Background: an optimization exercise with open tools, aiming at small area, a short achievable clock period and few clock cycles. Do not read the settings as production practice.
Only simulation tests tie the RTL to the original design; equivalence was not proved.

==> flow/design.v (outline; a module is shown in full before it is edited, if it fits) <==
// module Adder: 5 lines
// module Mux32Bit2To1: 6 lines
// module Mux32Bit4To1: 13 lines
// module ShiftLeft: 6 lines
// module SignExtension: 12 lines
// module ProgramCounter: 19 lines
// module IF_STAGE: 25 lines
// module IFID_Reg: 19 lines
// module HazardDetectionUnit: 44 lines
// module Comparator: 40 lines
// module DatapathController: 240 lines
// module RegisterFile: 26 lines
// module ID_STAGE: 117 lines
// module IDEX_Reg: 50 lines
// module ALU_Controller: 243 lines
// module ALU32Bit: 266 lines
// module HiLoRegister: 12 lines
// module EX_STAGE: 68 lines
// module EXMEM_Reg: 42 lines
// module MEMWB_Reg: 33 lines
// module WB_STAGE: 12 lines
// module Forwarder: 34 lines
// module artemis_cpu: 217 lines
module artemis_cpu(clk, rst, imem_addr, imem_data,
                   dmem_addr, dmem_wdata, dmem_we, dmem_re, dmem_bytesel, dmem_lb4, dmem_rdata);
  // ...
==> flow/run.sh <==
#!/bin/bash
# synth_recipe.tcl (not shown) runs the flow's synth.tcl, then flattens the netlist and writes it again
# the make line also repeats each setting of config.mk as NAME=value (left out here)
make -C /OpenROAD-flow-scripts/flow DESIGN_CONFIG=/design/flow/config.mk WORK_HOME=/design/flow/orfs CLKGATE_MAP_FILE= SYNTH_SCRIPT=/design/flow/synth_recipe.tcl finish
==> flow/config.mk <==
export PLATFORM = sky130hd
export DESIGN_NAME = artemis_cpu
export DESIGN_NICKNAME = artemis_cpu
export VERILOG_FILES = /design/flow/design.v
export SDC_FILE = /design/flow/constraint.sdc
export NUM_CORES = 4
export LEC_CHECK = 0
export CAP_MARGIN = 20
export CORE_MARGIN = 2
export CORE_UTILIZATION = 30
export SLEW_MARGIN = 20
==> flow/constraint.sdc <==
create_clock -name core_clock -period 20.0 [get_ports {clk}]
set_input_delay 4.0000 -clock core_clock [delete_from_list [all_inputs] [get_ports {clk}]]
set_output_delay 4.0000 -clock core_clock [all_outputs]
set_load 0.01 [all_outputs]
==> results.cfg, run 1 <==
[clock_network]
h-tree-depth = 4
cts_buffers = 171
cts_tree = yes
cts_resized = 0

[setup_path]
crit_path_start = IDEX_SR.Instruction_Out[17]$_SDFF_PP0_
reg2reg_from = IDEX_SR.Instruction_Out[17]$_SDFF_PP0_
critPathBufInv = 9
cp_common_cell = fa_1

[final_layout]
nMultiInputCombCells = 11498
final-clk-cell-share = 0.0340
multi_input_area_um2 = 103000
num-clock-buffers = 214
reg_top3 = ID.RF.registers: 1024 flops, EX.HiLo.HiLoReg: 64 flops
bufAreaShareNonClock = 0.0367

[die]
die_h_um = 722
dieArea_um2 = 522000
io_pins = 167
nWellTaps = 6757

[status]
status = no timing/DRC/antenna violations

[sta]
maxSlewHeadroom = 0.0825
fin_crit_sh = 0.934
rsz0062_at_grt = no
setup_ws_ps = 1320

[hold_path]
hp-start = EXMEM_SR.PC_Out[4]$_SDFF_PP0_
hold_depth = 1
hp-class = register to register

[route]
routed_wl_mm = 804
num_vias = 136511
ant_nets = 0

[logic_synthesis]
synth_top_area_share = 0.199
synthCells = 15991
ys_ff_latch = 1577
ys_warn_count = 16

[flow_run]
maxCapViolCount = 0

[grt]
first_global_vias = 131443
Testbench counts, summed over its fixed seeds: cycles 255,764.
==> module artemis_cpu, before the edit <==
module artemis_cpu(clk, rst, imem_addr, imem_data,
                   dmem_addr, dmem_wdata, dmem_we, dmem_re, dmem_bytesel, dmem_lb4, dmem_rdata);
    input clk, rst;
    output [31:0] imem_addr;
    input  [31:0] imem_data;
    output [31:0] dmem_addr, dmem_wdata;
    output dmem_we, dmem_re, dmem_lb4;
    output [1:0] dmem_bytesel;
    input  [31:0] dmem_rdata;
    wire ClkOut = clk;
    wire Rst = rst;
    wire [1:0] FU_EXFWMuxAControl_Out, FU_EXFWMuxBControl_Out, FU_IDFWMuxAControl_Out, FU_IDFWMuxBControl_Out;
    wire [31:0] IF_Instruction_Out, IF_PC_Out;
    wire IFID_JFlush_Out;
    wire [31:0] IFID_Instruction_Out, IFID_PC_Out;
    wire ID_IFIDFlush_Out, ID_Flush_Out, ID_RegWrite_Out, ID_ALUSrc_Out, ID_MemWrite_Out, ID_MemRead_Out, ID_Branch_Out, ID_SignExt_Out, ID_PCWriteEnable_Out, ID_IFIDWriteEnable_Out, ID_Jump_Out, ID_LB4_Out;
    wire [1:0] ID_ByteSel_Out, ID_RegDestMuxControl_Out, ID_MemToReg_Out;
    wire [4:0] ID_ALUOp_Out;
    wire [31:0] ID_RF_RD1_Out, ID_RF_RD2_Out, ID_SE_Out, ID_BranchDest_Out, ID_JumpDest_Out;
    wire IDEX_RegWrite_Out, IDEX_ALUSrc_Out, IDEX_MemWrite_Out, IDEX_MemRead_Out, IDEX_Branch_Out, IDEX_SignExt_Out, IDEX_LB4_Out;      
    wire [1:0] IDEX_ByteSel_Out, IDEX_RegDestMuxControl_Out, IDEX_MemToReg_Out;
    wire [4:0] IDEX_ALUOp_Out;
    wire [31:0] IDEX_Instruction_Out, IDEX_SE_Out, IDEX_RF_RD1_Out, IDEX_RF_RD2_Out, IDEX_PC_Out;
    wire EX_RegWrite_Out, EX_Zero_Out, EX_Jump_Out;
    wire [4:0] EX_RegDest_Out;
    wire [31:0] EX_ALUResult_Out, EX_WriteData_Out;
    wire EXMEM_RegWrite_Out, EXMEM_MemRead_Out, EXMEM_MemWrite_Out, EXMEM_LB4_Out;
    wire [1:0] EXMEM_ByteSel_Out, EXMEM_MemToReg_Out;
    wire [4:0] EXMEM_RegDest_Out;
    wire [31:0] EXMEM_WriteData_Out, EXMEM_Instruction_Out;
    wire [31:0] EXMEM_ALUResult_Out, EXMEM_PC_Out;
    wire [31:0] MEM_ReadData_Out;
    wire MEMWB_RegWrite_Out;
    wire [1:0] MEMWB_MemToReg_Out;
    wire [4:0] MEMWB_RegDest_Out;
    wire [31:0] MEMWB_ALUResult_Out, MEMWB_ReadData_Out, MEMWB_WriteAddress_Out, MEMWB_PC_Out;
    wire [31:0] WB_MemToReg_Out;
    Forwarder FU(
        .Clock(ClkOut),
        .Reset(Rst),
        .RegWriteFromEXMEM(EXMEM_RegWrite_Out),
        .RegWriteFromMEMWB(MEMWB_RegWrite_Out),
        .RegDestFromMEMWB(MEMWB_RegDest_Out),
        .RegDestFromEXMEM(EXMEM_RegDest_Out),
        .ID_Instruction(IFID_Instruction_Out),
        .EX_Instruction(IDEX_Instruction_Out),
        .IDFWMuxAControl(FU_IDFWMuxAControl_Out),
        .IDFWMuxBControl(FU_IDFWMuxBControl_Out),
        .EXFWMuxAControl(FU_EXFWMuxAControl_Out),
        .EXFWMuxBControl(FU_EXFWMuxBControl_Out));
    IF_STAGE    IF(
        .Clock(ClkOut), 
        .Reset(Rst), 
        .Jump(ID_Jump_Out),
        .Branch(ID_Branch_Out), 
        .BranchDest(ID_BranchDest_Out), 
        .JumpDest(ID_JumpDest_Out),
        .WriteEnable(ID_PCWriteEnable_Out),
        .IM_Data(imem_data),
        .Instruction(IF_Instruction_Out),
        .PC_Out(IF_PC_Out));
    IFID_Reg     IFID_SR(
        .Clock(ClkOut), 
        .Reset(Rst),
        .Flush(ID_IFIDFlush_Out),
        .WriteEnable(ID_IFIDWriteEnable_Out),
        .Instruction_In(IF_Instruction_Out),
        .PC_In(IF_PC_Out),
        .Instruction_Out(IFID_Instruction_Out), 
        .PC_Out(IFID_PC_Out),
        .IFID_JFlush_Out(IFID_JFlush_Out));
    ID_STAGE    ID(
        .Clock(ClkOut),
        .Reset(Rst),
        .FWMuxAControl(FU_IDFWMuxAControl_Out),
        .FWMuxBControl(FU_IDFWMuxBControl_Out),
        .RegWrite_In(MEMWB_RegWrite_Out),
        .RegWriteFromIDEX(IDEX_RegWrite_Out),
        .MemReadFromIDEX(IDEX_MemRead_Out),
        .MemReadFromEXMEM(EXMEM_MemRead_Out),
        .Instruction(IFID_Instruction_Out),
        .EX_Instruction_In(IDEX_Instruction_Out),
        .MEM_Instruction_In(EXMEM_Instruction_Out),
        .WriteAddress(MEMWB_RegDest_Out),
        .WriteData(WB_MemToReg_Out),
        .PC(IFID_PC_Out),
        .FWFromMEM(EXMEM_ALUResult_Out),
        .FWFromWB(WB_MemToReg_Out),
        .IFID_JFlush(IFID_JFlush_Out),
        .Jump(ID_Jump_Out),
        .ALUOp(ID_ALUOp_Out),
        .RegWrite(ID_RegWrite_Out),
        .ALUSrc(ID_ALUSrc_Out),
        .MemWrite(ID_MemWrite_Out),
        .MemRead(ID_MemRead_Out), 
        .Branch_Out(ID_Branch_Out),
        .MemToReg(ID_MemToReg_Out),
        .ByteSel(ID_ByteSel_Out), 
        .RegDestMuxControl(ID_RegDestMuxControl_Out),
        .PC_WriteEnable(ID_PCWriteEnable_Out),
        .IFIDWriteEnable_Out(ID_IFIDWriteEnable_Out),
        .IDEXFlush(ID_Flush_Out),
        .LB4(ID_LB4_Out),
        .SE_Out(ID_SE_Out),
        .RF_RD1(ID_RF_RD1_Out),
        .RF_RD2(ID_RF_RD2_Out),
        .IFIDFlush(ID_IFIDFlush_Out),
        .JumpDest(ID_JumpDest_Out),
        .BranchDest(ID_BranchDest_Out));
     IDEX_Reg    IDEX_SR(
        .Clock(ClkOut),
        .Reset(Rst),
        .Flush(ID_Flush_Out),
        .RegWrite_In(ID_RegWrite_Out),
        .ALUSrc_In(ID_ALUSrc_Out),
        .MemWrite_In(ID_MemWrite_Out),
        .MemRead_In(ID_MemRead_Out),
        .MemToReg_In(ID_MemToReg_Out),
        .ByteSel_In(ID_ByteSel_Out),
        .RegDestMuxControl_In(ID_RegDestMuxControl_Out),
        .ALUOp_In(ID_ALUOp_Out), 
        .LB4_In(ID_LB4_Out),
        .Instruction_In(IFID_Instruction_Out),
        .SE_In(ID_SE_Out),
        .PC_In(IFID_PC_Out),
        .RF_RD1_In(ID_RF_RD1_Out),
        .RF_RD2_In(ID_RF_RD2_Out),
        .RegWrite_Out(IDEX_RegWrite_Out),
        .ALUSrc_Out(IDEX_ALUSrc_Out),
        .MemWrite_Out(IDEX_MemWrite_Out),
        .MemRead_Out(IDEX_MemRead_Out),
        .MemToReg_Out(IDEX_MemToReg_Out),
        .ByteSel_Out(IDEX_ByteSel_Out),
        .RegDestMuxControl_Out(IDEX_RegDestMuxControl_Out),
        .ALUOp_Out(IDEX_ALUOp_Out),
        .LB4_Out(IDEX_LB4_Out),
        .Instruction_Out(IDEX_Instruction_Out),
        .PC_Out(IDEX_PC_Out),
        .RF_RD1_Out(IDEX_RF_RD1_Out),
        .RF_RD2_Out(IDEX_RF_RD2_Out),
        .SE_Out(IDEX_SE_Out));
    EX_STAGE    EX(
        .Clock(ClkOut),
        .Reset(Rst),
        .ALUSrc(IDEX_ALUSrc_Out),
        .Instruction(IDEX_Instruction_Out),
        .ALUOp(IDEX_ALUOp_Out),
        .RegDestMuxControl(IDEX_RegDestMuxControl_Out),
        .RegWrite_In(IDEX_RegWrite_Out),
        .FWMuxAControl(FU_EXFWMuxAControl_Out),
        .FWMuxBControl(FU_EXFWMuxBControl_Out),
        .PC(IDEX_PC_Out),
        .FWFromMEM(EXMEM_ALUResult_Out),
        .FWFromWB(WB_MemToReg_Out),
        .RF_RD1(IDEX_RF_RD1_Out),
        .RF_RD2(IDEX_RF_RD2_Out),
        .SE_In(IDEX_SE_Out),
        .MEM_ReadData(MEM_ReadData_Out),
        .RegWrite_Out(EX_RegWrite_Out),
        .ALUResult(EX_ALUResult_Out),
        .RegDest(EX_RegDest_Out),
        .FWMuxB_Out(EX_WriteData_Out));
    EXMEM_Reg EXMEM_SR(
        .Clock(ClkOut),
        .Reset(Rst),
        .Instruction_In(IDEX_Instruction_Out),
        .MemToReg_In(IDEX_MemToReg_Out),
        .RegWrite_In(EX_RegWrite_Out),
        .MemRead_In(IDEX_MemRead_Out),
        .MemWrite_In(IDEX_MemWrite_Out),
        .ByteSel_In(IDEX_ByteSel_Out),
        .LB4_In(IDEX_LB4_Out),
        .ALUResult_In(EX_ALUResult_Out),
        .PC_In(IDEX_PC_Out),
        .WriteData_In(EX_WriteData_Out),
        .RegDest_In(EX_RegDest_Out),
        .MemToReg_Out(EXMEM_MemToReg_Out),
        .RegWrite_Out(EXMEM_RegWrite_Out),
        .MemRead_Out(EXMEM_MemRead_Out),
        .MemWrite_Out(EXMEM_MemWrite_Out),
        .ByteSel_Out(EXMEM_ByteSel_Out),
        .LB4_Out(EXMEM_LB4_Out),
        .ALUResult_Out(EXMEM_ALUResult_Out),
        .Instruction_Out(EXMEM_Instruction_Out),
        .PC_Out(EXMEM_PC_Out),
        .WriteData_Out(EXMEM_WriteData_Out),
        .RegDest_Out(EXMEM_RegDest_Out));
    assign dmem_addr    = EXMEM_ALUResult_Out;
    assign dmem_wdata   = EXMEM_WriteData_Out;
    assign dmem_we      = EXMEM_MemWrite_Out;
    assign dmem_re      = EXMEM_MemRead_Out;
    assign dmem_bytesel = EXMEM_ByteSel_Out;
    assign dmem_lb4     = EXMEM_LB4_Out;
    assign MEM_ReadData_Out = dmem_rdata;
    MEMWB_Reg   MEMWB_SR(
        .Clock(ClkOut),
        .Reset(Rst),
        .MemToReg_In(EXMEM_MemToReg_Out),
        .RegWrite_In(EXMEM_RegWrite_Out),
        .ALUResult_In(EXMEM_ALUResult_Out),
        .ReadData_In(MEM_ReadData_Out),
        .PC_In(EXMEM_PC_Out),
        .RegDest_In(EXMEM_RegDest_Out),
        .MemToReg_Out(MEMWB_MemToReg_Out),
        .RegWrite_Out(MEMWB_RegWrite_Out),
        .ALUResult_Out(MEMWB_ALUResult_Out),
        .ReadData_Out(MEMWB_ReadData_Out),
        .RegDest_Out(MEMWB_RegDest_Out),
        .PC_Out(MEMWB_PC_Out));
    WB_STAGE    WB(
        .MemToReg(MEMWB_MemToReg_Out),
        .ALUResult(MEMWB_ALUResult_Out),
        .ReadData(MEMWB_ReadData_Out),
        .PC(MEMWB_PC_Out),
        .MemToReg_Out(WB_MemToReg_Out));
    assign imem_addr = IF_PC_Out;
endmodule
==> run 2: changes to the inputs <==
==> flow/design.v (replaced) <==
`timescale 1ns / 1ps
module artemis_cpu(clk, rst, imem_addr, imem_data,
                   dmem_addr, dmem_wdata, dmem_we, dmem_re, dmem_bytesel, dmem_lb4, dmem_rdata);
    input clk, rst;
    output [31:0] imem_addr;
    input  [31:0] imem_data;
    output [31:0] dmem_addr, dmem_wdata;
    output dmem_we, dmem_re, dmem_lb4;
    output [1:0] dmem_bytesel;
    input  [31:0] dmem_rdata;
    reg  [8:0]  pc;              
    reg  [31:0] d_ir;            
    reg  [8:0]  d_pc;
    reg         d_v;
    reg         d_hit;
    reg  [1:0]  d_hidx;
    reg  [31:0] ir;              
    reg  [8:0]  ir_pc;
    reg         ir_v;
    reg         ir_hit;
    reg  [1:0]  ir_hidx;
    reg  [31:0] e_a, e_b;        
    reg  [31:0] m_res;           
    reg  [31:0] m_wdata;
    reg  [4:0]  m_dst;
    reg         m_we, m_ld, m_st, m_lb4;
    reg  [1:0]  m_bs;
    reg  [31:0] rf [1:31];
    reg  [31:0] hi, lo;
    reg  [3:0]  bv;
    reg  [8:0]  btag [0:3];
    reg  [8:0]  btgt [0:3];
    reg  [1:0]  bctr [0:3];
    reg  [1:0]  bptr;
    wire [3:0] bhit;
    genvar gi;
    generate for (gi = 0; gi < 4; gi = gi + 1) begin : g_btb
        assign bhit[gi] = bv[gi] && (btag[gi] == pc);
    end endgenerate
    wire       f_hit  = |bhit;
    wire [1:0] f_hidx = {bhit[3] | bhit[2], bhit[3] | bhit[1]};
    wire       f_take = (bhit[0] & bctr[0][1]) | (bhit[1] & bctr[1][1]) |
                        (bhit[2] & bctr[2][1]) | (bhit[3] & bctr[3][1]);
    wire [8:0] f_tgt  = ({9{bhit[0]}} & btgt[0]) | ({9{bhit[1]}} & btgt[1]) |
                        ({9{bhit[2]}} & btgt[2]) | ({9{bhit[3]}} & btgt[3]);
    wire [5:0] op = ir[31:26];
    wire [4:0] rs = ir[25:21];
    wire [4:0] rt = ir[20:16];
    wire [4:0] rd = ir[15:11];
    wire [4:0] sh = ir[10:6];
    wire [5:0] fn = ir[5:0];
    wire o_r    = (op == 6'd0);
    wire o_sp2  = (op == 6'd28);
    wire o_31   = (op == 6'd31);
    wire o_rim  = (op == 6'd1);
    wire o_j    = (op == 6'd2);
    wire o_jal  = (op == 6'd3);
    wire o_beq  = (op == 6'd4);
    wire o_bne  = (op == 6'd5);
    wire o_blez = (op == 6'd6);
    wire o_bgt  = (op == 6'd7) || (op == 6'd62);
    wire o_alui = (op[5:3] == 3'b001);           
    wire o_ld   = (op == 6'd32) || (op == 6'd33) || (op == 6'd35) || (op == 6'd51);
    wire o_st   = (op == 6'd40) || (op == 6'd41) || (op == 6'd43);
    wire f_sll  = o_r && fn == 6'd0;
    wire f_srl  = o_r && fn == 6'd2;
    wire f_sra  = o_r && fn == 6'd3;
    wire f_sllv = o_r && fn == 6'd4;
    wire f_srlv = o_r && fn == 6'd6;
    wire f_srav = o_r && fn == 6'd7;
    wire f_jr   = o_r && fn == 6'd8;
    wire f_movz = o_r && fn == 6'd10;
    wire f_movn = o_r && fn == 6'd11;
    wire f_mfhi = o_r && fn == 6'd16;
    wire f_mthi = o_r && fn == 6'd17;
    wire f_mflo = o_r && fn == 6'd18;
    wire f_mtlo = o_r && fn == 6'd19;
    wire f_mult = o_r && fn == 6'd24;
    wire f_multu= o_r && fn == 6'd25;
    wire f_sub  = o_r && fn == 6'd34;
    wire f_and  = o_r && fn == 6'd36;
    wire f_or   = o_r && fn == 6'd37;
    wire f_xor  = o_r && fn == 6'd38;
    wire f_nor  = o_r && fn == 6'd39;
    wire f_slt  = o_r && fn == 6'd42;
    wire f_sltu = o_r && fn == 6'd43;
    wire f_ad4b = o_r && fn == 6'd63;
    wire s_mul  = o_sp2 && fn == 6'd2;
    wire s_madd = o_sp2 && fn == 6'd0;
    wire s_msub = o_sp2 && fn == 6'd4;
    wire i_slti  = (op == 6'd10);
    wire i_sltiu = (op == 6'd11);
    wire i_andi  = (op == 6'd12);
    wire i_ori   = (op == 6'd13);
    wire i_xori  = (op == 6'd14);
    wire i_lui   = (op == 6'd15);
    wire is_shift = f_sll | f_srl | f_sra | f_sllv | f_srlv | f_srav;
    wire is_mulop = f_mult | f_multu | s_mul | s_madd | s_msub;
    wire [4:0] dst = o_jal ? 5'd31 : (o_r | o_sp2 | o_31) ? rd : rt;
    wire wr_static = (o_r & ~(f_jr | f_mthi | f_mtlo | f_mult | f_multu | f_movz | f_movn)) |
                     (o_sp2 & ~(s_madd | s_msub)) | o_31 | o_alui | o_ld | o_jal;
    wire wr_maybe  = wr_static | f_movz | f_movn;
    wire [31:0] va = e_a;
    wire [31:0] vb = e_b;
    wire imm_s = ~(i_andi | i_ori | i_xori);
    wire [31:0] imm = {{16{imm_s & ir[15]}}, ir[15:0]};
    wire use_imm = o_alui | o_ld | o_st;
    wire [31:0] opb = use_imm ? imm : vb;
    wire do_sub = f_sub | f_slt | f_sltu | i_slti | i_sltiu;
    wire [32:0] sum = {1'b0, va} + {1'b0, opb ^ {32{do_sub}}} + {32'd0, do_sub};
    wire lt_s = (va[31] != opb[31]) ? va[31] : sum[31];
    wire lt_u = ~sum[32];
    wire slt_r = (f_sltu | i_sltiu) ? lt_u : lt_s;
    reg [31:0] lres;
    always @(*) begin
        if (f_and | i_andi)      lres = va & opb;
        else if (f_or | i_ori)   lres = va | opb;
        else if (f_xor | i_xori) lres = va ^ opb;
        else if (f_nor)          lres = ~(va | opb);
        else if (i_lui)          lres = {ir[15:0], 16'd0};
        else                     lres = va;              
    end
    wire var_sh = f_sllv | f_srlv | f_srav;
    wire [4:0]  samt = var_sh ? va[4:0] : sh;
    wire big = var_sh && (va[31:5] != 27'd0);           
    wire left = f_sll | f_sllv;
    wire [4:0] ramt = left ? (5'd0 - samt) : samt;
    wire [31:0] sin = (f_sra | f_srav) ? {1'b0, vb[30:0]} : vb;
    wire [63:0] sdbl = {sin, sin} >> ramt;
    wire [31:0] rot = sdbl[31:0];
    wire [31:0] rmask = 32'hFFFFFFFF >> samt;
    wire [31:0] lmask = 32'hFFFFFFFF << samt;
    wire rot_srl  = f_srl && rs == 5'd1;
    wire rot_srlv = f_srlv && sh != 5'd0;
    wire zero_srl = f_srl && rs[4:1] != 4'd0;
    wire srlv_ok  = (va[31:6] == 26'd0) && (!va[5] || va[4:0] == 5'd0);   
    reg [31:0] shres;
    always @(*) begin
        if (rot_srlv)       shres = srlv_ok ? rot : 32'd0;
        else if (rot_srl)   shres = rot;
        else if (zero_srl)  shres = 32'd0;
        else if (big)       shres = (f_srav) ? {vb[31], 31'd0} : 32'd0;
        else if (left)      shres = rot & lmask;
        else if (f_sra | f_srav) shres = {vb[31], rot[30:0] & rmask[30:0]};
        else                shres = rot & rmask;
    end
    wire [8:0] d0 = {1'b0, va[7:0]}   - {1'b0, vb[7:0]};
    wire [8:0] d1 = {1'b0, va[15:8]}  - {1'b0, vb[15:8]};
    wire [8:0] d2 = {1'b0, va[23:16]} - {1'b0, vb[23:16]};
    wire [8:0] d3 = {1'b0, va[31:24]} - {1'b0, vb[31:24]};
    wire [7:0] n0 = vb[7:0]   - va[7:0];
    wire [7:0] n1 = vb[15:8]  - va[15:8];
    wire [7:0] n2 = vb[23:16] - va[23:16];
    wire [7:0] n3 = vb[31:24] - va[31:24];
    wire [7:0] x0 = d0[8] ? n0 : d0[7:0];
    wire [7:0] x1 = d1[8] ? n1 : d1[7:0];
    wire [7:0] x2 = d2[8] ? n2 : d2[7:0];
    wire [7:0] x3 = d3[8] ? n3 : d3[7:0];
    wire [7:0] cs_s1 = x0 ^ x1 ^ x2;
    wire [7:0] cs_c1 = {(x0[6:0] & x1[6:0]) | (x0[6:0] & x2[6:0]) | (x1[6:0] & x2[6:0]), 1'b0};
    wire [7:0] cs_s2 = cs_s1 ^ cs_c1 ^ x3;
    wire [7:0] cs_c2 = {(cs_s1[6:0] & cs_c1[6:0]) | (cs_s1[6:0] & x3[6:0]) | (cs_c1[6:0] & x3[6:0]), 1'b0};
    wire [7:0] ad_sum = cs_s2 + cs_c2;
    wire [31:0] seres = (sh == 5'd24) ? {{16{vb[15]}}, vb[15:0]} :
                        (sh == 5'd16) ? {{24{vb[7]}}, vb[7:0]} : 32'd0;
    localparam M_IDLE = 3'd0, M_STEP = 3'd1, M_FIN = 3'd2, M_ACCH = 3'd3;
    reg  [2:0]  mst;
    reg  [4:0]  mcnt;
    reg  [32:0] ph;
    reg  [31:0] pl;
    reg         mcy;
    wire m_signed = ~f_multu;
    wire m_acc    = s_madd | s_msub;
    wire [32:0] aext = {m_signed & va[31], va};
    wire m_last   = (mcnt == 5'd31);
    wire m_neg    = m_signed & m_last;                  
    reg  [33:0] mx, my;
    reg         mci;
    always @(*) begin
        mx = {ph[32], ph};
        my = {aext[32], aext} & {34{pl[0]}};
        mci = 1'b0;
        if (mst == M_STEP) begin
            if (m_neg) begin my = ~my; mci = 1'b1; end
        end else if (mst == M_FIN) begin
            mx = {2'b0, lo};
            my = {2'b0, pl ^ {32{s_msub}}};
            mci = s_msub;
        end else begin
            mx = {2'b0, hi};
            my = {2'b0, ph[31:0] ^ {32{s_msub}}};
            mci = mcy;
        end
    end
    wire [33:0] msum = mx + my + {33'd0, mci};
    wire m_busy = ir_v && is_mulop && !((mst == M_FIN && !m_acc) || mst == M_ACCH);
    always @(posedge clk) begin
        if (rst) begin
            mst <= M_IDLE;
        end else if (ir_v && is_mulop) begin
            case (mst)
                M_IDLE: begin
                    mst <= M_STEP;
                    mcnt <= 5'd0;
                    ph <= 33'd0;
                    pl <= vb;
                end
                M_STEP: begin
                    ph <= msum[33:1];
                    pl <= {msum[0], pl[31:1]};
                    mcnt <= mcnt + 5'd1;
                    if (m_last) mst <= M_FIN;
                end
                M_FIN: begin
                    mcy <= msum[32];
                    mst <= m_acc ? M_ACCH : M_IDLE;
                end
                default: mst <= M_IDLE;
            endcase
        end
    end
    always @(posedge clk) begin
        if (rst) begin
            hi <= 32'd0;
            lo <= 32'd0;
        end else if (ir_v) begin
            if (f_mthi) hi <= va;
            if (f_mtlo) lo <= va;
            if (mst == M_FIN && (f_mult | f_multu)) begin
                hi <= ph[31:0];
                lo <= pl;
            end
            if (mst == M_FIN && m_acc) lo <= msum[31:0];
            if (mst == M_ACCH) hi <= msum[31:0];
        end
    end
    wire eq  = (va == vb);
    wire gt  = ($signed(va) > $signed(vb));
    wire taken = (o_beq & eq) | (o_bne & ~eq) | (o_blez & ~gt) | (o_bgt & gt) |
                 (o_rim & rt == 5'd0 & va[31]) | (o_rim & rt == 5'd1 & ~va[31]) |
                 o_j | o_jal | f_jr;
    wire [8:0] pc1  = ir_pc + 9'd1;
    wire [8:0] btar = pc1 + ir[8:0];
    wire [8:0] tgt  = f_jr ? va[10:2] : (o_j | o_jal) ? ir[8:0] : btar;
    wire is_cti = o_beq | o_bne | o_blez | o_bgt | o_rim | o_j | o_jal | f_jr;
    wire [8:0] nxt  = taken ? tgt : pc1;
    wire ex_go = ir_v && !m_busy;                       
    wire redirect = ex_go && (!d_v || (taken ? (tgt != d_pc) : (pc1 != d_pc)));
    wire [31:0] link = {21'd0, pc1, 2'b00} + {21'd0, (pc1 == 9'd0), 11'd0};    
    reg [31:0] res;
    always @(*) begin
        if (is_shift)                         res = shres;
        else if (f_slt | f_sltu | i_slti | i_sltiu) res = {31'd0, slt_r};
        else if (f_and | f_or | f_xor | f_nor | i_andi | i_ori | i_xori | i_lui | f_movz | f_movn)
                                              res = lres;
        else if (f_ad4b)                      res = {24'd0, ad_sum};
        else if (o_31)                        res = seres;
        else if (f_mfhi)                      res = hi;
        else if (f_mflo)                      res = lo;
        else if (s_mul)                       res = pl;
        else if (o_jal)                       res = link;
        else                                  res = sum[31:0];
    end
    wire bz = (vb == 32'd0);
    wire ex_wr = wr_static | (f_movn & ~bz) | (f_movz & bz);
    wire [5:0] d_op = d_ir[31:26];
    wire [4:0] d_rs = d_ir[25:21];
    wire [4:0] d_rt = d_ir[20:16];
    wire d_o_r = (d_op == 6'd0);
    wire d_use_rs = d_o_r | (d_op == 6'd28) | (d_op == 6'd1) | (d_op[5:2] == 4'b0001) |
                    (d_op == 6'd62) | (d_op[5:3] == 3'b001) | (d_op[5:3] == 3'b100) |
                    (d_op[5:3] == 3'b101) | (d_op == 6'd51);
    wire d_use_rt = d_o_r | (d_op == 6'd28) | (d_op == 6'd31) | (d_op[5:2] == 4'b0001) |
                    (d_op == 6'd62) | (d_op[5:3] == 3'b101);
    wire [31:0] wb = m_ld ? dmem_rdata : m_res;
    wire [31:0] rf_a = (d_rs == 5'd0) ? 32'd0 : rf[d_rs];
    wire [31:0] rf_b = (d_rt == 5'd0) ? 32'd0 : rf[d_rt];
    wire [31:0] rd_a = (m_we && m_dst == d_rs) ? wb : rf_a;
    wire [31:0] rd_b = (m_we && m_dst == d_rt) ? wb : rf_b;
    wire ex_w = ex_go && ex_wr && (dst != 5'd0);
    wire fwd_a = ex_w && (dst == d_rs);
    wire fwd_b = ex_w && (dst == d_rt);
    wire ld_stall = d_v && ir_v && o_ld && (dst != 5'd0) &&
                    ((d_use_rs && dst == d_rs) || (d_use_rt && dst == d_rt));
    wire f_stall = ld_stall | m_busy;
    wire [8:0] pc_next = redirect ? nxt :
                         f_stall ? pc :
                         f_take ? f_tgt : pc + 9'd1;
    always @(posedge clk) begin
        if (rst) begin
            pc <= 9'd0;
            d_v <= 1'b0;
        end else begin
            pc <= pc_next;
            if (redirect) d_v <= 1'b0;
            else if (!f_stall) d_v <= 1'b1;
        end
        if (!f_stall) begin
            d_ir <= imem_data;
            d_pc <= pc;
            d_hit <= f_hit;
            d_hidx <= f_hidx;
        end
    end
    always @(posedge clk) begin
        if (rst) begin
            ir_v <= 1'b0;
        end else if (!m_busy) begin
            ir_v <= d_v && !ld_stall && !redirect;
        end
        if (!m_busy) begin
            ir <= d_ir;
            ir_pc <= d_pc;
            ir_hit <= d_hit;
            ir_hidx <= d_hidx;
            e_a <= fwd_a ? res : rd_a;
            e_b <= fwd_b ? res : rd_b;
        end
    end
    always @(posedge clk) begin
        if (rst) begin
            m_we <= 1'b0;
            m_ld <= 1'b0;
            m_st <= 1'b0;
            m_lb4 <= 1'b0;
        end else begin
            m_we <= ex_w;
            m_ld <= ex_go && o_ld;
            m_st <= ex_go && o_st;
            m_lb4 <= ex_go && (op == 6'd51);
        end
        m_res <= res;
        m_wdata <= vb;
        m_dst <= dst;
        m_bs <= (op == 6'd32 || op == 6'd40) ? 2'b01 : (op == 6'd33 || op == 6'd41) ? 2'b11 : 2'b00;
    end
    always @(posedge clk) begin
        if (rst) begin
            bv <= 4'd0;
            bptr <= 2'd0;
        end else if (ex_go && is_cti) begin
            if (ir_hit) begin
                if (taken) begin
                    if (bctr[ir_hidx] != 2'd3) bctr[ir_hidx] <= bctr[ir_hidx] + 2'd1;
                    btgt[ir_hidx] <= tgt;
                end else if (bctr[ir_hidx] != 2'd0) begin
                    bctr[ir_hidx] <= bctr[ir_hidx] - 2'd1;
                end
            end else if (taken) begin
                bv[bptr] <= 1'b1;
                btag[bptr] <= ir_pc;
                btgt[bptr] <= tgt;
                bctr[bptr] <= 2'd2;
                bptr <= bptr + 2'd1;
            end
        end
    end
    integer i;
    always @(posedge clk) begin
        for (i = 1; i < 32; i = i + 1)
            if (rst || (m_we && m_dst == i)) rf[i] <= rst ? 32'd0 : wb;
    end
    assign imem_addr    = {21'd0, pc, 2'b00};
    assign dmem_addr    = m_res;
    assign dmem_wdata   = m_wdata;
    assign dmem_we      = m_st;
    assign dmem_re      = m_ld;
    assign dmem_lb4     = m_lb4;
    assign dmem_bytesel = m_bs;
endmodule
==> flow/flow/run.sh (new file) <==
#!/bin/bash
# The standard ORFS layout (standard.sh, unchanged synthesis), with
# repair_timing asked to reach a setup slack margin so that the design is
# sped up below the 20 ns clock constraint. The clock, the IO constraints
# and every other setting stay the standard flow's. make's output goes to standard.log;
# ORFS keeps each tool's own log under orfs/logs/.
set -euo pipefail
export SETUP_SLACK_MARGIN=14.5
bash standard.sh > standard.log 2>&1
==> flow/standard.sh (new file) <==
#!/bin/bash
# synth_recipe.tcl (not shown) runs the flow's synth.tcl, then flattens the netlist and writes it again
# the make line also repeats each setting of config.mk as NAME=value (left out here)
make -C /OpenROAD-flow-scripts/flow DESIGN_CONFIG=/design/flow/config.mk WORK_HOME=/design/flow/orfs CLKGATE_MAP_FILE= SYNTH_SCRIPT=/design/flow/synth_recipe.tcl "${@:-finish}"
removed: flow/run.sh
==> run 2 against run 1 <==
Against the previous run: still clean; non-clock buffer count fell by 190; clock skew is 59 ps lower; core utilization grew 2.6 points; worst hold slack worse by 1.5 ps; critical endpoint is now e_b[7]$_DFFE_PN_.
==> results.cfg, run 2 <==
[status]
status = no timing/DRC/antenna violations

[logic_synthesis]
synth_top_area_share = 0.490
netlist-cell-type-count = 109
synth_ff_type = edfxtp_1
yosys.area.top_type = edfxtp_1
seq_area_frac_synth = 0.530
ys_ff_latch = 1455
syn_area_um2 = 79400
synthCells = 7141
ys_warn_count = 34
ys_top_cells_by_count = edfxtp_1 (1,295), a21oi_1 (509), nor2_1 (451)
yosysMostFrequentCell = edfxtp_1
synth_edf_count = 1295
synth_area_leaders = edfxtp_1 (49%), dfxtp_1 (4.0%), ha_1 (3.6%)
syn-mean-instance-area_um2 = 11.1
async_reset_ff_frac = 0

[final_layout]
top_register = rf
nets = 7677
finalInstanceArea_um2 = 95000
layout_commonest_cell = edfxtp_1
area_delta_synth_final_pct = 19.6
largest_reg_flops = 992
reg_top3 = rf: 992 flops, btag: 36 flops, btgt: 36 flops
n_fill_cell = 25602
layout-drive-gt1-share = 0.165
final_cell_mix = edfxtp_1 (1,295), a21oi_1 (477), nand2_1 (384), buf_4 (379), a22oi_1 (355)

[sta]
tightest_slew_ps = 1360
maxSlewHeadroom = 0.0802
slew_violations = 0
setup_tns_ps = 0
min_period_ps = 6040
hold_viol_final = 0
fin_crit_sh = 0.302
skew_ps = 69.8
setup_viol = 0
rsz0062_at_grt = yes
max_freq_mhz = 165

[grt]
overflow = 0
grt_usage = 0.283
grt_use_met3 = 0.107
first_global_vias = 67138
met1_usage = 0.339
grt_pass1_wl_mm = 541
grt_max_degree = 80
antenna_found_initial = 27
grt_most_used_layer = met2
met2_usage = 0.425

[setup_path]
required_ps = 20550
reg2reg_from = e_a[16]$_DFFE_PN_
critPathBufInv = 3
critPathTopFamily = adder cells
worstSetupStartpointType = register
crit_fanout = 7
critPathKind = register to register
arrival_ps = 6590
cp-end-kind = register
crit_chain = inv_2, ha_4, inv_2, fa_2, a21o_1, a21o_1, a21o_4, buf_4, mux2i_2, xnor2_2, fa_1, fa_2, fa_2, a21o_1, a21oi_4, o21bai_4, a21oi_4, xnor2_2, a2111o_1, nand4_1, xor2_1, xnor3_1, o22ai_2, a21oi_1
r2r_cells = 24
rr_endpoint = e_b[7]$_DFFE_PN_
reg2reg_setup_slack_ps = 13960
max_stage_delay_ps = 580
slowest_stage = fa_1

[clock_network]
clockBufferDepth = 3
cts.sinks = 1455
cts_buffers = 154
cts_tree = yes
h-tree-depth = 4
cts.root.buffer_cell = clkbuf_16
clkLatencyLatePin_ps = 860
clk_pin_slew_ps = 70

[route]
route.detailed.drc = 0
wl_per_cell_um = 36.4
drtPass1Iterations = 14
routed_wl_mm = 401
dr.first_iter.drc_count = 15031
ant_nets = 0
viasPerCell = 6.65
num_vias = 73304

[die]
initial_core_util = 0.302
dieArea_um2 = 269000
io_pins = 167
die_h_um = 519
chipWidth_um = 519
core_area_um2 = 263000
rows = 188

[hold_path]
hp-start = d_ir[7]$_DFFE_PP_
hold_depth = 0
hp-class = register to register
holdPathEnd = ir[7]$_DFFE_PN_

[place]
portBuffers = 143
gp_congestion = 0.993
place_area_um2 = 86100
hpwl_mm = 251

[flow_run]
maxCapViolCount = 0
run 2: per-layer routing:
| layer | vias up | part of all wire |
|---|---|---|
| li1 | 28636 | - |
| met1 | 35688 | 0.34 |
| met2 | 7060 | 0.42 |
| met3 | 1894 | 0.15 |
| met4 | 26 | 0.082 |
| met5 | - | 0.0010 |
run 2: cell families (layout without fill, tap and decap cells):
family	after synthesis	after routing	share of synthesized area
AOI/OAI and AO/OA	2494	2494	0.221
and+or+nand+nor	1647	1649	0.0994
xor gates and xnor gates	285	285	0.0321
adders and majority gates	253	253	0.0423
muxes	259	259	0.0375
DFF	1455	1455	0.530
other	1	44	0.0000472
buffers and inverters	747	1072	0.0375
run 2: final cells by class:
class,instances,area [um^2],area share
multi-input cells,4963,36800,0.388
clock inverters,103,1500,0.0158
clock buffers,185,4010,0.0422
inverters,207,807,0.00850
flip-flops and latches,1455,42200,0.444
repair buffers,577,5150,0.0542
diodes,21,52.6,0.000553
well taps,3515,4400,0.0463
run 2: through the flow:
stage	hold slack (ps)	utilization	worst slack [ps]	instances
3_3_place_gp	407	0.328	12320	10522
3_5_place_dp	407	0.328	12590	10524
6_report	395	0.362	13960	11026
4_1_cts	401	0.356	14030	10934
2_1_floorplan	400	-	13620	7163
5_1_grt	414	0.361	13800	11006
run 2: worst max path at each step:
stage / start / endpoint / depth (start not counted)
floorplan: rst / mcnt[0]$_SDFFCE_PN0P_ / 3
global placement: ir[31]$_DFFE_PN_ / e_a[19]$_DFFE_PN_ / 17
detailed placement: ir[31]$_DFFE_PN_ / ph[31]$_SDFFCE_PN0P_ / 22
CTS: e_a[16]$_DFFE_PN_ / e_a[7]$_DFFE_PN_ / 25
global route: e_a[16]$_DFFE_PN_ / e_b[7]$_DFFE_PN_ / 25
finish: e_a[16]$_DFFE_PN_ / e_b[7]$_DFFE_PN_ / 24
run 2: what timing repair did:
| action | CTS | global route |
|---|---|---|
| gates resized for setup | 436 | 132 |
| setup buffers | 116 | 66 |
| hold buffers | 0 | 0 |
| setup endpoints to repair | 1214 | 1123 |
| cloned | 6 | 3 |
| pin swaps | 52 | 61 |
Testbench counts of run 2, summed over its fixed seeds: cycles 223,534.
==> run 3: changes to the inputs <==
--- a/flow/design.v
+++ b/flow/design.v
@@ -20,6 +20,9 @@
     reg         ir_hit;
     reg  [1:0]  ir_hidx;
     reg  [31:0] e_a, e_b;        
+    reg         c_sub, c_imm, c_zx, c_sltu, c_var, c_left, c_sra;
+    reg         c_and, c_or, c_xor, c_nor, c_lui, c_msgn, c_msub;
+    reg         r_sum, r_shift, r_slt, r_logic, r_ad4b, r_se, r_hi, r_lo, r_mul, r_link;
     reg  [31:0] m_res;           
     reg  [31:0] m_wdata;
     reg  [4:0]  m_dst;
@@ -27,22 +30,24 @@
     reg  [1:0]  m_bs;
     reg  [31:0] rf [1:31];
     reg  [31:0] hi, lo;
-    reg  [3:0]  bv;
-    reg  [8:0]  btag [0:3];
-    reg  [8:0]  btgt [0:3];
-    reg  [1:0]  bctr [0:3];
+    reg         rst_q;
+    always @(posedge clk) rst_q <= rst;
+    reg  [2:0]  bv;
+    reg  [8:0]  btag [0:2];
+    reg  [8:0]  btgt [0:2];
+    reg  [1:0]  bctr [0:2];
     reg  [1:0]  bptr;
-    wire [3:0] bhit;
+    wire [2:0] bhit;
     genvar gi;
-    generate for (gi = 0; gi < 4; gi = gi + 1) begin : g_btb
+    generate for (gi = 0; gi < 3; gi = gi + 1) begin : g_btb
         assign bhit[gi] = bv[gi] && (btag[gi] == pc);
     end endgenerate
     wire       f_hit  = |bhit;
-    wire [1:0] f_hidx = {bhit[3] | bhit[2], bhit[3] | bhit[1]};
+    wire [1:0] f_hidx = {bhit[2], bhit[1]};
     wire       f_take = (bhit[0] & bctr[0][1]) | (bhit[1] & bctr[1][1]) |
-                        (bhit[2] & bctr[2][1]) | (bhit[3] & bctr[3][1]);
+                        (bhit[2] & bctr[2][1]);
     wire [8:0] f_tgt  = ({9{bhit[0]}} & btgt[0]) | ({9{bhit[1]}} & btgt[1]) |
-                        ({9{bhit[2]}} & btgt[2]) | ({9{bhit[3]}} & btgt[3]);
+                        ({9{bhit[2]}} & btgt[2]);
     wire [5:0] op = ir[31:26];
     wire [4:0] rs = ir[25:21];
     wire [4:0] rt = ir[20:16];
@@ -102,30 +107,23 @@
     wire wr_maybe  = wr_static | f_movz | f_movn;
     wire [31:0] va = e_a;
     wire [31:0] vb = e_b;
-    wire imm_s = ~(i_andi | i_ori | i_xori);
-    wire [31:0] imm = {{16{imm_s & ir[15]}}, ir[15:0]};
-    wire use_imm = o_alui | o_ld | o_st;
-    wire [31:0] opb = use_imm ? imm : vb;
-    wire do_sub = f_sub | f_slt | f_sltu | i_slti | i_sltiu;
+    wire [31:0] imm = {{16{~c_zx & ir[15]}}, ir[15:0]};
+    wire [31:0] opb = c_imm ? imm : vb;
+    wire do_sub = c_sub;
     wire [32:0] sum = {1'b0, va} + {1'b0, opb ^ {32{do_sub}}} + {32'd0, do_sub};
     wire lt_s = (va[31] != opb[31]) ? va[31] : sum[31];
     wire lt_u = ~sum[32];
-    wire slt_r = (f_sltu | i_sltiu) ? lt_u : lt_s;
-    reg [31:0] lres;
-    always @(*) begin
-        if (f_and | i_andi)      lres = va & opb;
-        else if (f_or | i_ori)   lres = va | opb;
-        else if (f_xor | i_xori) lres = va ^ opb;
-        else if (f_nor)          lres = ~(va | opb);
-        else if (i_lui)          lres = {ir[15:0], 16'd0};
-        else                     lres = va;              
-    end
-    wire var_sh = f_sllv | f_srlv | f_srav;
+    wire slt_r = c_sltu ? lt_u : lt_s;
+    wire c_pass = ~(c_and | c_or | c_xor | c_nor | c_lui);      
+    wire [31:0] lres = ({32{c_and}} & (va & opb)) | ({32{c_or}} & (va | opb)) |
+                       ({32{c_xor}} & (va ^ opb)) | ({32{c_nor}} & ~(va | opb)) |
+                       ({32{c_lui}} & {ir[15:0], 16'd0}) | ({32{c_pass}} & va);
+    wire var_sh = c_var;
     wire [4:0]  samt = var_sh ? va[4:0] : sh;
     wire big = var_sh && (va[31:5] != 27'd0);           
-    wire left = f_sll | f_sllv;
+    wire left = c_left;
     wire [4:0] ramt = left ? (5'd0 - samt) : samt;
-    wire [31:0] sin = (f_sra | f_srav) ? {1'b0, vb[30:0]} : vb;
+    wire [31:0] sin = c_sra ? {1'b0, vb[30:0]} : vb;
     wire [63:0] sdbl = {sin, sin} >> ramt;
     wire [31:0] rot = sdbl[31:0];
     wire [31:0] rmask = 32'hFFFFFFFF >> samt;
@@ -141,35 +139,32 @@
         else if (zero_srl)  shres = 32'd0;
         else if (big)       shres = (f_srav) ? {vb[31], 31'd0} : 32'd0;
         else if (left)      shres = rot & lmask;
-        else if (f_sra | f_srav) shres = {vb[31], rot[30:0] & rmask[30:0]};
+        else if (c_sra)     shres = {vb[31], rot[30:0] & rmask[30:0]};
         else                shres = rot & rmask;
     end
     wire [8:0] d0 = {1'b0, va[7:0]}   - {1'b0, vb[7:0]};
     wire [8:0] d1 = {1'b0, va[15:8]}  - {1'b0, vb[15:8]};
     wire [8:0] d2 = {1'b0, va[23:16]} - {1'b0, vb[23:16]};
     wire [8:0] d3 = {1'b0, va[31:24]} - {1'b0, vb[31:24]};
-    wire [7:0] n0 = vb[7:0]   - va[7:0];
-    wire [7:0] n1 = vb[15:8]  - va[15:8];
-    wire [7:0] n2 = vb[23:16] - va[23:16];
     wire [7:0] n3 = vb[31:24] - va[31:24];
-    wire [7:0] x0 = d0[8] ? n0 : d0[7:0];
-    wire [7:0] x1 = d1[8] ? n1 : d1[7:0];
-    wire [7:0] x2 = d2[8] ? n2 : d2[7:0];
+    wire [7:0] x0 = d0[7:0] ^ {8{d0[8]}};
+    wire [7:0] x1 = d1[7:0] ^ {8{d1[8]}};
+    wire [7:0] x2 = d2[7:0] ^ {8{d2[8]}};
     wire [7:0] x3 = d3[8] ? n3 : d3[7:0];
     wire [7:0] cs_s1 = x0 ^ x1 ^ x2;
-    wire [7:0] cs_c1 = {(x0[6:0] & x1[6:0]) | (x0[6:0] & x2[6:0]) | (x1[6:0] & x2[6:0]), 1'b0};
+    wire [7:0] cs_c1 = {(x0[6:0] & x1[6:0]) | (x0[6:0] & x2[6:0]) | (x1[6:0] & x2[6:0]), d0[8]};
     wire [7:0] cs_s2 = cs_s1 ^ cs_c1 ^ x3;
-    wire [7:0] cs_c2 = {(cs_s1[6:0] & cs_c1[6:0]) | (cs_s1[6:0] & x3[6:0]) | (cs_c1[6:0] & x3[6:0]), 1'b0};
-    wire [7:0] ad_sum = cs_s2 + cs_c2;
+    wire [7:0] cs_c2 = {(cs_s1[6:0] & cs_c1[6:0]) | (cs_s1[6:0] & x3[6:0]) | (cs_c1[6:0] & x3[6:0]), d1[8]};
+    wire [8:0] ad9 = {cs_s2, 1'b1} + {cs_c2, d2[8]};
+    wire [7:0] ad_sum = ad9[8:1];
     wire [31:0] seres = (sh == 5'd24) ? {{16{vb[15]}}, vb[15:0]} :
                         (sh == 5'd16) ? {{24{vb[7]}}, vb[7:0]} : 32'd0;
-    localparam M_IDLE = 3'd0, M_STEP = 3'd1, M_FIN = 3'd2, M_ACCH = 3'd3;
-    reg  [2:0]  mst;
+    localparam M_IDLE = 2'd0, M_STEP = 2'd1, M_FIN = 2'd2, M_ACCH = 2'd3;
+    reg  [1:0]  mst;
     reg  [4:0]  mcnt;
-    reg  [32:0] ph;
-    reg  [31:0] pl;
+    reg         ph32;
     reg         mcy;
-    wire m_signed = ~f_multu;
+    wire m_signed = c_msgn;
     wire m_acc    = s_madd | s_msub;
     wire [32:0] aext = {m_signed & va[31], va};
     wire m_last   = (mcnt == 5'd31);
@@ -177,58 +172,52 @@
     reg  [33:0] mx, my;
     reg         mci;
     always @(*) begin
-        mx = {ph[32], ph};
-        my = {aext[32], aext} & {34{pl[0]}};
+        mx = {ph32, ph32, m_res};
+        my = {aext[32], aext} & {34{vb[0]}};
         mci = 1'b0;
         if (mst == M_STEP) begin
             if (m_neg) begin my = ~my; mci = 1'b1; end
         end else if (mst == M_FIN) begin
             mx = {2'b0, lo};
-            my = {2'b0, pl ^ {32{s_msub}}};
-            mci = s_msub;
+            my = {2'b0, vb ^ {32{c_msub}}};
+            mci = c_msub;
         end else begin
             mx = {2'b0, hi};
-            my = {2'b0, ph[31:0] ^ {32{s_msub}}};
+            my = {2'b0, vb ^ {32{c_msub}}};
             mci = mcy;
         end
     end
     wire [33:0] msum = mx + my + {33'd0, mci};
+    wire [31:0] mres = (mst == M_IDLE) ? 32'd0 :
+                       (mst == M_STEP) ? msum[32:1] : vb;
     wire m_busy = ir_v && is_mulop && !((mst == M_FIN && !m_acc) || mst == M_ACCH);
     always @(posedge clk) begin
-        if (rst) begin
-            mst <= M_IDLE;
-        end else if (ir_v && is_mulop) begin
+        if (rst) mst <= M_IDLE;
+        else if (ir_v && is_mulop) begin
             case (mst)
-                M_IDLE: begin
-                    mst <= M_STEP;
-                    mcnt <= 5'd0;
-                    ph <= 33'd0;
-                    pl <= vb;
-                end
-                M_STEP: begin
-                    ph <= msum[33:1];
-                    pl <= {msum[0], pl[31:1]};
-                    mcnt <= mcnt + 5'd1;
-                    if (m_last) mst <= M_FIN;
-                end
-                M_FIN: begin
-                    mcy <= msum[32];
-                    mst <= m_acc ? M_ACCH : M_IDLE;
-                end
+                M_IDLE: mst <= M_STEP;
+                M_STEP: if (m_last) mst <= M_FIN;
+                M_FIN:  mst <= m_acc ? M_ACCH : M_IDLE;
                 default: mst <= M_IDLE;
             endcase
         end
     end
     always @(posedge clk) begin
-        if (rst) begin
+        mcnt <= (mst == M_STEP) ? mcnt + 5'd1 : 5'd0;
+        if (mst == M_STEP) ph32 <= msum[33];
+        else ph32 <= 1'b0;
+        mcy <= msum[32];
+    end
+    always @(posedge clk) begin
+        if (rst_q) begin
             hi <= 32'd0;
             lo <= 32'd0;
         end else if (ir_v) begin
             if (f_mthi) hi <= va;
             if (f_mtlo) lo <= va;
             if (mst == M_FIN && (f_mult | f_multu)) begin
-                hi <= ph[31:0];
-                lo <= pl;
+                hi <= m_res;
+                lo <= vb;
             end
             if (mst == M_FIN && m_acc) lo <= msum[31:0];
             if (mst == M_ACCH) hi <= msum[31:0];
@@ -247,20 +236,17 @@
     wire ex_go = ir_v && !m_busy;                       
     wire redirect = ex_go && (!d_v || (taken ? (tgt != d_pc) : (pc1 != d_pc)));
     wire [31:0] link = {21'd0, pc1, 2'b00} + {21'd0, (pc1 == 9'd0), 11'd0};    
-    reg [31:0] res;
-    always @(*) begin
-        if (is_shift)                         res = shres;
-        else if (f_slt | f_sltu | i_slti | i_sltiu) res = {31'd0, slt_r};
-        else if (f_and | f_or | f_xor | f_nor | i_andi | i_ori | i_xori | i_lui | f_movz | f_movn)
-                                              res = lres;
-        else if (f_ad4b)                      res = {24'd0, ad_sum};
-        else if (o_31)                        res = seres;
-        else if (f_mfhi)                      res = hi;
-        else if (f_mflo)                      res = lo;
-        else if (s_mul)                       res = pl;
-        else if (o_jal)                       res = link;
-        else                                  res = sum[31:0];
-    end
+    wire [31:0] res_f = ({32{r_shift}} & shres) |
+                      ({32{r_slt}}   & {31'd0, slt_r}) |
+                      ({32{r_logic}} & lres) |
+                      ({32{r_ad4b}}  & {24'd0, ad_sum}) |
+                      ({32{r_se}}    & seres) |
+                      ({32{r_hi}}    & hi) |
+                      ({32{r_lo}}    & lo) |
+                      ({32{r_mul}}   & vb) |
+                      ({32{r_link}}  & link) |
+                      ({32{r_sum}}   & sum[31:0]);
+    wire [31:0] res = r_mul ? mres : res_f;
     wire bz = (vb == 32'd0);
     wire ex_wr = wr_static | (f_movn & ~bz) | (f_movz & bz);
     wire [5:0] d_op = d_ir[31:26];
@@ -273,10 +259,25 @@
     wire d_use_rt = d_o_r | (d_op == 6'd28) | (d_op == 6'd31) | (d_op[5:2] == 4'b0001) |
                     (d_op == 6'd62) | (d_op[5:3] == 3'b101);
     wire [31:0] wb = m_ld ? dmem_rdata : m_res;
-    wire [31:0] rf_a = (d_rs == 5'd0) ? 32'd0 : rf[d_rs];
-    wire [31:0] rf_b = (d_rt == 5'd0) ? 32'd0 : rf[d_rt];
+    reg  [31:0] rf_a, rf_b;
+    integer j;
+    always @(*) begin
+        rf_a = 32'd0;
+        rf_b = 32'd0;
+        for (j = 1; j < 32; j = j + 1) begin
+            rf_a = rf_a | (rf[j] & {32{d_rs == j}});
+            rf_b = rf_b | (rf[j] & {32{d_rt == j}});
+        end
+    end
     wire [31:0] rd_a = (m_we && m_dst == d_rs) ? wb : rf_a;
     wire [31:0] rd_b = (m_we && m_dst == d_rt) ? wb : rf_b;
+    wire k_sub, k_imm, k_zx, k_sltu, k_var, k_left, k_sra, k_and, k_or, k_xor, k_nor, k_lui;
+    wire k_sum, k_shift, k_slt, k_logic, k_ad4b, k_se, k_hi, k_lo, k_mul, k_link;
+    alu_decode u_dec (.i(d_ir),
+        .c_sub(k_sub), .c_imm(k_imm), .c_zx(k_zx), .c_sltu(k_sltu), .c_var(k_var), .c_left(k_left),
+        .c_sra(k_sra), .c_and(k_and), .c_or(k_or), .c_xor(k_xor), .c_nor(k_nor), .c_lui(k_lui),
+        .r_sum(k_sum), .r_shift(k_shift), .r_slt(k_slt), .r_logic(k_logic), .r_ad4b(k_ad4b),
+        .r_se(k_se), .r_hi(k_hi), .r_lo(k_lo), .r_mul(k_mul), .r_link(k_link));
     wire ex_w = ex_go && ex_wr && (dst != 5'd0);
     wire fwd_a = ex_w && (dst == d_rs);
     wire fwd_b = ex_w && (dst == d_rt);
@@ -308,13 +309,23 @@
         end else if (!m_busy) begin
             ir_v <= d_v && !ld_stall && !redirect;
         end
-        if (!m_busy) begin
+        if (m_busy) begin
+            if (mst == M_STEP) e_b <= {msum[0], e_b[31:1]};
+            else if (mst == M_FIN) e_b <= m_res;        
+        end else begin
             ir <= d_ir;
             ir_pc <= d_pc;
             ir_hit <= d_hit;
             ir_hidx <= d_hidx;
-            e_a <= fwd_a ? res : rd_a;
-            e_b <= fwd_b ? res : rd_b;
+            e_a <= fwd_a ? res_f : rd_a;
+            e_b <= fwd_b ? res_f : rd_b;
+            {c_sub, c_imm, c_zx, c_sltu, c_var, c_left, c_sra} <=
+                {k_sub, k_imm, k_zx, k_sltu, k_var, k_left, k_sra};
+            {c_and, c_or, c_xor, c_nor, c_lui} <= {k_and, k_or, k_xor, k_nor, k_lui};
+            c_msgn <= ~(d_ir[31:26] == 6'd0 && d_ir[5:0] == 6'd25);     
+            c_msub <= (d_ir[31:26] == 6'd28 && d_ir[5:0] == 6'd4);      
+            {r_sum, r_shift, r_slt, r_logic, r_ad4b, r_se, r_hi, r_lo, r_mul, r_link} <=
+                {k_sum, k_shift, k_slt, k_logic, k_ad4b, k_se, k_hi, k_lo, k_mul, k_link};
         end
     end
     always @(posedge clk) begin
@@ -334,31 +345,35 @@
         m_dst <= dst;
         m_bs <= (op == 6'd32 || op == 6'd40) ? 2'b01 : (op == 6'd33 || op == 6'd41) ? 2'b11 : 2'b00;
     end
+    wire b_upd   = ex_go && is_cti;
+    wire b_alloc = b_upd && !ir_hit && taken;
     always @(posedge clk) begin
         if (rst) begin
-            bv <= 4'd0;
+            bv <= 3'd0;
             bptr <= 2'd0;
-        end else if (ex_go && is_cti) begin
-            if (ir_hit) begin
-                if (taken) begin
-                    if (bctr[ir_hidx] != 2'd3) bctr[ir_hidx] <= bctr[ir_hidx] + 2'd1;
-                    btgt[ir_hidx] <= tgt;
-                end else if (bctr[ir_hidx] != 2'd0) begin
-                    bctr[ir_hidx] <= bctr[ir_hidx] - 2'd1;
-                end
-            end else if (taken) begin
-                bv[bptr] <= 1'b1;
-                btag[bptr] <= ir_pc;
-                btgt[bptr] <= tgt;
-                bctr[bptr] <= 2'd2;
-                bptr <= bptr + 2'd1;
+        end else if (b_alloc) begin
+            bv[bptr] <= 1'b1;
+            bptr <= (bptr == 2'd2) ? 2'd0 : bptr + 2'd1;
+        end
+    end
+    always @(posedge clk) begin
+        if (b_upd && ir_hit) begin
+            if (taken) begin
+                if (bctr[ir_hidx] != 2'd3) bctr[ir_hidx] <= bctr[ir_hidx] + 2'd1;
+                btgt[ir_hidx] <= tgt;
+            end else if (bctr[ir_hidx] != 2'd0) begin
+                bctr[ir_hidx] <= bctr[ir_hidx] - 2'd1;
             end
+        end else if (b_alloc) begin
+            btag[bptr] <= ir_pc;
+            btgt[bptr] <= tgt;
+            bctr[bptr] <= 2'd2;
         end
     end
     integer i;
     always @(posedge clk) begin
         for (i = 1; i < 32; i = i + 1)
-            if (rst || (m_we && m_dst == i)) rf[i] <= rst ? 32'd0 : wb;
+            if (rst_q || (m_we && m_dst == i)) rf[i] <= rst_q ? 32'd0 : wb;
     end
     assign imem_addr    = {21'd0, pc, 2'b00};
     assign dmem_addr    = m_res;
@@ -368,3 +383,67 @@
     assign dmem_lb4     = m_lb4;
     assign dmem_bytesel = m_bs;
 endmodule
+module alu_decode(i, c_sub, c_imm, c_zx, c_sltu, c_var, c_left, c_sra, c_and, c_or, c_xor, c_nor,
+                  c_lui, r_sum, r_shift, r_slt, r_logic, r_ad4b, r_se, r_hi, r_lo, r_mul, r_link);
+    input  [31:0] i;
+    output c_sub, c_imm, c_zx, c_sltu, c_var, c_left, c_sra, c_and, c_or, c_xor, c_nor, c_lui;
+    output r_sum, r_shift, r_slt, r_logic, r_ad4b, r_se, r_hi, r_lo, r_mul, r_link;
+    wire [5:0] op = i[31:26];
+    wire [5:0] fn = i[5:0];
+    wire o_r   = (op == 6'd0);
+    wire o_sp2 = (op == 6'd28);
+    wire f_sll  = o_r && fn == 6'd0;
+    wire f_srl  = o_r && fn == 6'd2;
+    wire f_sra  = o_r && fn == 6'd3;
+    wire f_sllv = o_r && fn == 6'd4;
+    wire f_srlv = o_r && fn == 6'd6;
+    wire f_srav = o_r && fn == 6'd7;
+    wire f_movz = o_r && fn == 6'd10;
+    wire f_movn = o_r && fn == 6'd11;
+    wire f_mfhi = o_r && fn == 6'd16;
+    wire f_mflo = o_r && fn == 6'd18;
+    wire f_mult = o_r && fn == 6'd24;
+    wire f_multu= o_r && fn == 6'd25;
+    wire f_sub  = o_r && fn == 6'd34;
+    wire f_and  = o_r && fn == 6'd36;
+    wire f_or   = o_r && fn == 6'd37;
+    wire f_xor  = o_r && fn == 6'd38;
+    wire f_nor  = o_r && fn == 6'd39;
+    wire f_slt  = o_r && fn == 6'd42;
+    wire f_sltu = o_r && fn == 6'd43;
+    wire f_ad4b = o_r && fn == 6'd63;
+    wire s_mul  = o_sp2 && fn == 6'd2;
+    wire s_madd = o_sp2 && fn == 6'd0;
+    wire s_msub = o_sp2 && fn == 6'd4;
+    wire i_slti  = (op == 6'd10);
+    wire i_sltiu = (op == 6'd11);
+    wire i_andi  = (op == 6'd12);
+    wire i_ori   = (op == 6'd13);
+    wire i_xori  = (op == 6'd14);
+    wire i_lui   = (op == 6'd15);
+    wire o_alui  = (op[5:3] == 3'b001);
+    wire o_ld    = (op == 6'd32) || (op == 6'd33) || (op == 6'd35) || (op == 6'd51);
+    wire o_st    = (op == 6'd40) || (op == 6'd41) || (op == 6'd43);
+    assign c_sub  = f_sub | f_slt | f_sltu | i_slti | i_sltiu;
+    assign c_imm  = o_alui | o_ld | o_st;
+    assign c_zx   = i_andi | i_ori | i_xori;
+    assign c_sltu = f_sltu | i_sltiu;
+    assign c_var  = f_sllv | f_srlv | f_srav;
+    assign c_left = f_sll | f_sllv;
+    assign c_sra  = f_sra | f_srav;
+    assign c_and  = f_and | i_andi;
+    assign c_or   = f_or | i_ori;
+    assign c_xor  = f_xor | i_xori;
+    assign c_nor  = f_nor;
+    assign c_lui  = i_lui;
+    assign r_shift = f_sll | f_srl | f_sra | f_sllv | f_srlv | f_srav;
+    assign r_slt   = f_slt | f_sltu | i_slti | i_sltiu;
+    assign r_logic = f_and | f_or | f_xor | f_nor | i_andi | i_ori | i_xori | i_lui | f_movz | f_movn;
+    assign r_ad4b  = f_ad4b;
+    assign r_se    = (op == 6'd31);
+    assign r_hi    = f_mfhi;
+    assign r_lo    = f_mflo;
+    assign r_mul   = f_mult | f_multu | s_mul | s_madd | s_msub;
+    assign r_link  = (op == 6'd3);
+    assign r_sum   = ~(r_shift | r_slt | r_logic | r_ad4b | r_se | r_hi | r_lo | r_mul | r_link);
+endmodule
--- a/flow/config.mk
+++ b/flow/config.mk
@@ -8,4 +8,6 @@
 export CAP_MARGIN = 20
 export CORE_MARGIN = 2
 export CORE_UTILIZATION = 30
+export CTS_CLUSTER_DIAMETER = 60
+export CTS_CLUSTER_SIZE = 30
 export SLEW_MARGIN = 20
==> run 3 against run 2 <==
Against the previous run: fmax rose by 9.1%; first-iteration DRC count rose by 2.5%; worst setup slack improved by 510 ps; highest routed layer unchanged; wire length rose by 1.8%; global-route usage rose by 2.3 points; register-to-register slack improved by 510 ps; clock skew rose by 66 ps; cell area fell by 7.5%.
==> results.cfg, run 3 <==
[status]
status = no timing/DRC/antenna violations

[setup_path]
slowest_stage = a222oi_1
reg2reg_from = e_b[8]$_DFFE_PP_
critPathTopFamily = adder cells
crit_path_start = e_b[8]$_DFFE_PP_
required_ps = 20570
critPathKind = register to register
critPathBufInv = 6
crit_chain = buf_12, ha_4, inv_2, fa_2, a21o_1, a21oi_2, o21bai_1, buf_6, xnor2_2, fa_2, inv_1, fa_2, inv_2, fa_2, inv_1, a222oi_1, o21ai_1, a221o_1, a31oi_1, o21ai_2, mux2_2
crit_fanout = 7
worstSetupStartpointType = register
arrival_ps = 6100
cp_common_cell = fa_2
max_stage_delay_ps = 620
cp-end-kind = register

[place]
place_ws_ps = 13530
portBuffers = 143
dp.cells = 9865
hpwl_mm = 248
gp_congestion = 1.03

[route]
routed_wl_mm = 408
ant_nets = 0
wl_per_cell_um = 39.8
viasPerCell = 6.84
num_vias = 70076
route.detailed.drc = 0
dr.first_iter.drc_count = 15405
drtPass1Iterations = 13

[final_layout]
layout_commonest_cell = edfxtp_1
nets = 7071
largest_reg_flops = 992
top_register = rf
layout-drive-gt1-share = 0.151
area_delta_synth_final_pct = 17.1
final_cells = 10242
final_cell_mix = edfxtp_1 (1,230), a22oi_1 (423), nand2_1 (412), buf_4 (388), a21oi_1 (364)

[grt]
grt_max_degree = 80
antenna_found_initial = 40
overflow = 0
grt_usage = 0.306
grt_pass1_wl_mm = 545
first_global_vias = 64460

[sta]
setup_viol = 0
max_freq_mhz = 181
hold_viol_final = 0
tightest_slew_ps = 1310
rsz0062_at_grt = yes
maxSlewHeadroom = 0.118
whs_ps = 420
setup_tns_ps = 0
setup_ws_ps = 14460
min_period_ps = 5540
slew_violations = 0
skew_ps = 136
fin_crit_sh = 0.277

[die]
die_h_um = 504
rows = 183
chipWidth_um = 504
io_pins = 167
dieArea_um2 = 254000
initial_core_util = 0.302
core_area_um2 = 249000

[clock_network]
clockBufferDepth = 3
clkLatencyLatePin_ps = 900
clk_pin_slew_ps = 80
cts_tree = yes
cts.sinks = 1397
cts_buffers = 116
cts.root.buffer_cell = clkbuf_16
postCtsHoldBufs = 0
h-tree-depth = 3

[logic_synthesis]
synth_edf_count = 1230
synth_top_area_share = 0.493
netlist-cell-type-count = 90
syn_area_um2 = 75000
ys_ff_latch = 1397
synth_ff_type = edfxtp_1
synth_area_leaders = edfxtp_1 (49%), dfxtp_1 (4.5%), a22oi_1 (4.2%)
ys_warn_count = 2
yosys.area.top_type = edfxtp_1
syn-mean-instance-area_um2 = 11.3
yosysMostFrequentCell = edfxtp_1
synthCells = 6631
async_reset_ff_frac = 0
seq_area_frac_synth = 0.537
ys_top_cells_by_count = edfxtp_1 (1,230), clkbuf_1 (442), a22oi_1 (423)

[hold_path]
hp-class = register to register
hp-start = d_hit$_DFFE_PP_

[flow_run]
maxCapViolCount = 0
run 3: final cells by class:
class / count / area, um^2
flip-flops and latches: 1397 / 40500
diodes: 22 / 55.1
inverters: 212 / 813
well taps: 3330 / 4170
clock inverters: 99 / 1500
multi-input cells: 4503 / 33200
clock buffers: 122 / 2960
fillers: 24446 / 161000
repair buffers: 557 / 4620
run 3: layer usage:
metal	up-vias	part of all wire	track usage	wire length, um
li1	26628	-	-	-
met1	33636	0.33	0.354	134000
met2	7449	0.41	0.441	166000
met3	2327	0.16	0.135	66600
met4	36	0.10	0.234	41900
met5	-	0.00089	0.00526	364
run 3: worst paths after layout:
check / endpoint / slack [ps] / depth (start not counted)
setup reg to reg: e_a[0]$_DFFE_PN_ / 14460 / 21
hold / removal: ir_hit$_DFFE_PN_ / 420 / 0
hold reg to reg: ir_hit$_DFFE_PN_ / 420 / 0
setup / recovery: e_a[0]$_DFFE_PN_ / 14460 / 21
run 3: cell families (layout without fill, tap and decap cells):
kind of cell,count (synthesis),after routing,synth area share
simple gates,1543,1545,0.0977
fa+ha+maj,218,218,0.0388
other cells,1,45,0.0000500
flops,1397,1397,0.537
mux,234,234,0.0390
xor+xnor,269,269,0.0316
buf+inv,755,990,0.0395
compound gates,2214,2214,0.216
run 3: repair_timing:
action | 4_1_cts | 5_1_grt
pin swaps | 31 | 17
buffers inserted | 116 | 14
gates resized for setup | 380 | 42
cloned | 3 | 1
endpoints found under the setup margin | 174 | 56
hold endpoints to repair | 0 | 0
run 3: metrics by stage:
step / instance area, um^2 / util
6_report: 87800 / 0.353
3_3_place_gp: 81500 / 0.328
2_1_floorplan: 75100 / -
4_1_cts: 87400 / 0.352
5_1_grt: 87800 / 0.353
3_5_place_dp: 81500 / 0.328
Testbench counts of run 3, summed over its fixed seeds: cycles 223,282.

-- static timing again, ports no longer ideal --
No port has a modelled driver above. Below, the same layouts with a new extraction and two added sets of constraints.
Step 1, drivers: a clkbuf_16 drives clk and a buf_2 each remaining input, both assumed.
Step 2 adds t to the input delays and takes it off the output delays; t is the mean of the earliest and latest rising clock arrival at the registers after step 1. Input paths then give back, and output paths get back, about the clock's delay inside the block.
Three values: ideal, step 1, step 2; two values: the first two.
| run | t, ns | setup slack, ns | clock arrival spread, ns | slew at the worst register clock pin (ns) | pins driven straight from the clock port |
|---|---|---|---|---|---|
| run 1 | 0.986 | 1.318 / 1.318 / 1.318 | 0.128 / 0.129 | 0.11 / 0.11 | 1 |
| run 2 | 0.922 | 13.957 / 13.957 / 13.614 | 0.079 / 0.079 | 0.07 / 0.07 | 1 |
| run 3 | 0.923 | 14.463 / 14.409 / 13.610 | 0.145 / 0.144 | 0.11 / 0.11 | 1 |
After both steps setup and hold are still met in every run listed. For run 3, which loses most, drivers alone change the setup slack by -0.054 ns; drivers and shift together by -0.853 ns.
